From an optimization exercise on the open Yosys and OpenROAD flow, aimed at small area, a short achievable clock period and few clock cycles; shortcuts taken in it are not production practice. In this exercise RTL edits were held to simulation tests only and were not proved equivalent to the original. No activity file was given, so power comes from the tool's default toggle rates.

==> flow/design.v (excerpt) <==
module cpu (
    input clk,
    input reset,
    output reg [31:0] iaddr,
    input [31:0] idata,
    output reg [31:0] daddr,
    input [31:0] drdata,
    output reg [31:0] dwdata,
    output reg [3:0] dwe
);
Settings: LEC_CHECK=0, CAP_MARGIN=20, CORE_MARGIN=2, CORE_UTILIZATION=40, SETUP_SLACK_MARGIN=5, SLEW_MARGIN=20, TNS_END_PERCENT=0; clock period 10.0 ns.
standard.sh (not shown) runs the stock make flow with config.mk's settings and CLKGATE_MAP_FILE= SYNTH_SCRIPT=/design/flow/synth_recipe.tcl, a recipe that flattens the netlist after the stock synthesis.
==> flow/flow/run.sh <==
#!/bin/bash
# Layout flow: the standard ORFS flow (standard.sh) with these changes:
#  - synthesis keeps adders as plain logic for ABC (no full/half-adder cell
#    extraction), so ABC can restructure carry logic for delay;
#  - port buffers are buf_4 cells instead of the default delay-type buffer;
#  - timing repair works on all endpoints and aims past the clock period;
set -euo pipefail
bash standard.sh \
    ADDER_MAP_FILE= \
    "BUFFER_PORTS_ARGS=-buffer_cell sky130_fd_sc_hd__buf_4" \
    SETUP_SLACK_MARGIN=5.7 \
    TNS_END_PERCENT=100 \
    "CTS_ARGS=-sink_clustering_enable -repair_clock_nets -dont_use_dummy_load -buf_list sky130_fd_sc_hd__clkbuf_8 -sink_clustering_size 50" \
    finish > orfs_make.log 2>&1
Testbench counts at the start, summed over its fixed seeds: cycles 83,982.
Then changed:
--- a/flow/design.v
+++ b/flow/design.v
@@ -205,17 +205,17 @@
     wire wen  = (rd != 5'd0) & (is_load | is_op | is_lui | is_auipc | is_jal | is_jalr);
     wire [31:0] imm_i = {{20{idata[31]}}, idata[31:20]};
     wire        sgn   = idata[31];
     wire [31:0] tgt_b, tgt_j;
     wire [31:13] pch1;
     imm_add #(13) u_tb (.x(pc), .imm({sgn, idata[7], idata[30:25], idata[11:8], 1'b0}), .s(tgt_b), .hp(pch1));
     imm_add #(21) u_tj (.x(pc), .imm({sgn, idata[19:12], idata[20], idata[30:21], 1'b0}), .s(tgt_j), .hp());
     wire [11:0] fl_lo = {1'b0, pc[12:2]} + 12'd1;
-    wire [31:0] flink = {fl_lo[11] ? pch1 : pc[31:13], fl_lo[10:0], 2'b00};
+    wire [31:0] flink = {fl_lo[11] ? pch1 : pc[31:13], fl_lo[10:0], pc[1:0]};
     wire [19:0] ahi;
     pfx_add #(20) u_ahi (.a(pc[31:12]), .b(idata[31:12]), .ci(1'b0), .s(ahi), .co());
     wire [31:0] fut   = is_lui ? {idata[31:12], 12'd0} : {ahi, pc[11:0]};
     wire        x1busy = (xv & xwen & (xrd == 5'd1)) | (mwe & (mrd == 5'd1));
     wire        jx     = xv & xwen & s_tgt & (xrd == rs1);
     wire        j0     = (rs1 == 5'd0);
     wire        jr1    = (rs1 == 5'd1) & (idata[31:20] == 12'd0) & ~x1busy;
     wire        jf     = j0 | jx | jr1;
Outcome: Routed wire length falls by 0.41%. Fmax falls by 2.0%. Cell area rises by 0.77%. First-iteration DRC count rises by 4.2%. Combinational power rises by 6.8%.
Testbench counts after the change, summed over its fixed seeds: cycles 83,982.

---

Another version of the RTL of cpu (not shown whole).
For scale: about 5900 cells after synthesis, ~1200 flip-flops, ~170 I/O pins, about 0.065 mm2 of cells after synthesis.
export LEC_CHECK = 0
export CAP_MARGIN = 20
export CORE_MARGIN = 2
export CORE_UTILIZATION = 40
export SETUP_SLACK_MARGIN = 5
export SLEW_MARGIN = 20
export TNS_END_PERCENT = 0
create_clock -name core_clock -period 10.0 [get_ports {clk}]
==> flow/flow/run.sh <==
#!/bin/bash
# Layout flow: the standard ORFS flow (standard.sh) with these changes:
#  - synthesis keeps adders as plain logic for ABC (no full/half-adder cell
#    extraction), so ABC can restructure carry logic for delay;
#  - port buffers are buf_4 cells instead of the default delay-type buffer;
#  - timing repair works on all endpoints and aims past the clock period;
#  - slew and capacitance repair keep a wider margin, so antenna diodes
#    added after repair do not push a net over its limit;
set -euo pipefail
bash standard.sh \
    ADDER_MAP_FILE= \
    "BUFFER_PORTS_ARGS=-buffer_cell sky130_fd_sc_hd__buf_4" \
    SETUP_SLACK_MARGIN=5.7 \
    TNS_END_PERCENT=100 \
    CAP_MARGIN=35 \
    SLEW_MARGIN=35 \
    "CTS_ARGS=-sink_clustering_enable -repair_clock_nets -dont_use_dummy_load -buf_list sky130_fd_sc_hd__clkbuf_8 -sink_clustering_size 50" \
    finish > orfs_make.log 2>&1
Testbench counts at the start, summed over its fixed seeds: cycles 83,982.
Then changed:
--- a/flow/design.v
+++ b/flow/design.v
@@ -197,25 +197,25 @@
     wire is_op    = is_alu | is_alui;
     wire is_sub   = is_alu & (f3 == 3'b000) & idata[30];
     wire use1 = is_load | is_store | is_op | is_jalr | is_br;
     wire use2 = is_store | is_alu | is_br;
     wire wen  = (rd != 5'd0) & (is_load | is_op | is_lui | is_auipc | is_jal | is_jalr);
     wire [31:0] imm_i = {{20{idata[31]}}, idata[31:20]};
     wire        sgn   = idata[31];
     wire [31:0] tgt_b, tgt_j;
     wire [31:13] pch1;
     imm_add #(13) u_tb (.x(pc), .imm({sgn, idata[7], idata[30:25], idata[11:8], 1'b0}), .s(tgt_b), .hp(pch1));
     imm_add #(21) u_tj (.x(pc), .imm({sgn, idata[19:12], idata[20], idata[30:21], 1'b0}), .s(tgt_j), .hp());
     wire [11:0] fl_lo = {1'b0, pc[12:2]} + 12'd1;
-    wire [31:0] flink = {fl_lo[11] ? pch1 : pc[31:13], fl_lo[10:0], pc[1:0]};
+    wire [31:0] flink = {fl_lo[11] ? pch1 : pc[31:13], fl_lo[10:0], 2'b00};
     wire [19:0] ahi;
     pfx_add #(20) u_ahi (.a(pc[31:12]), .b(idata[31:12]), .ci(1'b0), .s(ahi), .co());
     wire [31:0] fut   = is_lui ? {idata[31:12], 12'd0} : {ahi, pc[11:0]};
     wire        x1busy = (xv & xwen & (xrd == 5'd1)) | (mwe & (mrd == 5'd1));
     wire        jx     = xv & xwen & s_tgt & (xrd == rs1);
     wire        j0     = (rs1 == 5'd0);
     wire        jr1    = (rs1 == 5'd1) & (idata[31:20] == 12'd0) & ~x1busy;
     wire        jf     = j0 | jx | jr1;
     wire [31:0] jsum;
     imm_add #(12) u_jsum (.x(xtgt), .imm(idata[31:20]), .s(jsum), .hp());
     reg  [31:0] rf1, rf2;
     integer n;
The new run finished with timing, DRC and antenna clean.
Cell area grows slightly.
Global-route usage grows by 0.39 points.
Total power stays flat.
Core utilization came out higher by 0.18 points.
Sequential share of layout area went down by 0.23 points.
Setup slack improves by 0.14 ns.
Wire length went up slightly.
Testbench counts after the change, summed over its fixed seeds: cycles 83,982.

## separate check: timing with driven ports
The flow's constraints put no driver on any port. The routed layouts listed below were extracted and timed again, unchanged, in two steps.
Step 1, drivers: a clkbuf_16 drives clk and a buf_2 each remaining input, both assumed.
Step 2, shift: input delay + t, output delay - t, t = (earliest + latest rising clock arrival at the registers) / 2. This alone moves slack from input paths to output paths.
a / b / c = no drivers / after step 1 / after step 2; a / b = the first two.
| run | t, ns | slack for setup (ns) | worst slew at a driven data input, ns |
|---|---|---|---|
| the first run of note 1 | 1.057 | 5.540 / 5.425 / 4.368 | 0.29 |
| the second run of note 1 | 1.022 | 5.451 / 5.329 / 4.307 | 0.23 |
| the first run of note 2 | 0.990 | 5.300 / 5.244 / 4.254 | 0.23 |
| the second run of note 2 | 1.015 | 5.443 / 5.371 / 4.356 | 0.31 |
After both steps setup and hold are still met in every run listed. The setup slack of the first run of note 1, which loses most, moves by -0.115 ns with the drivers and by -1.172 ns with both steps.
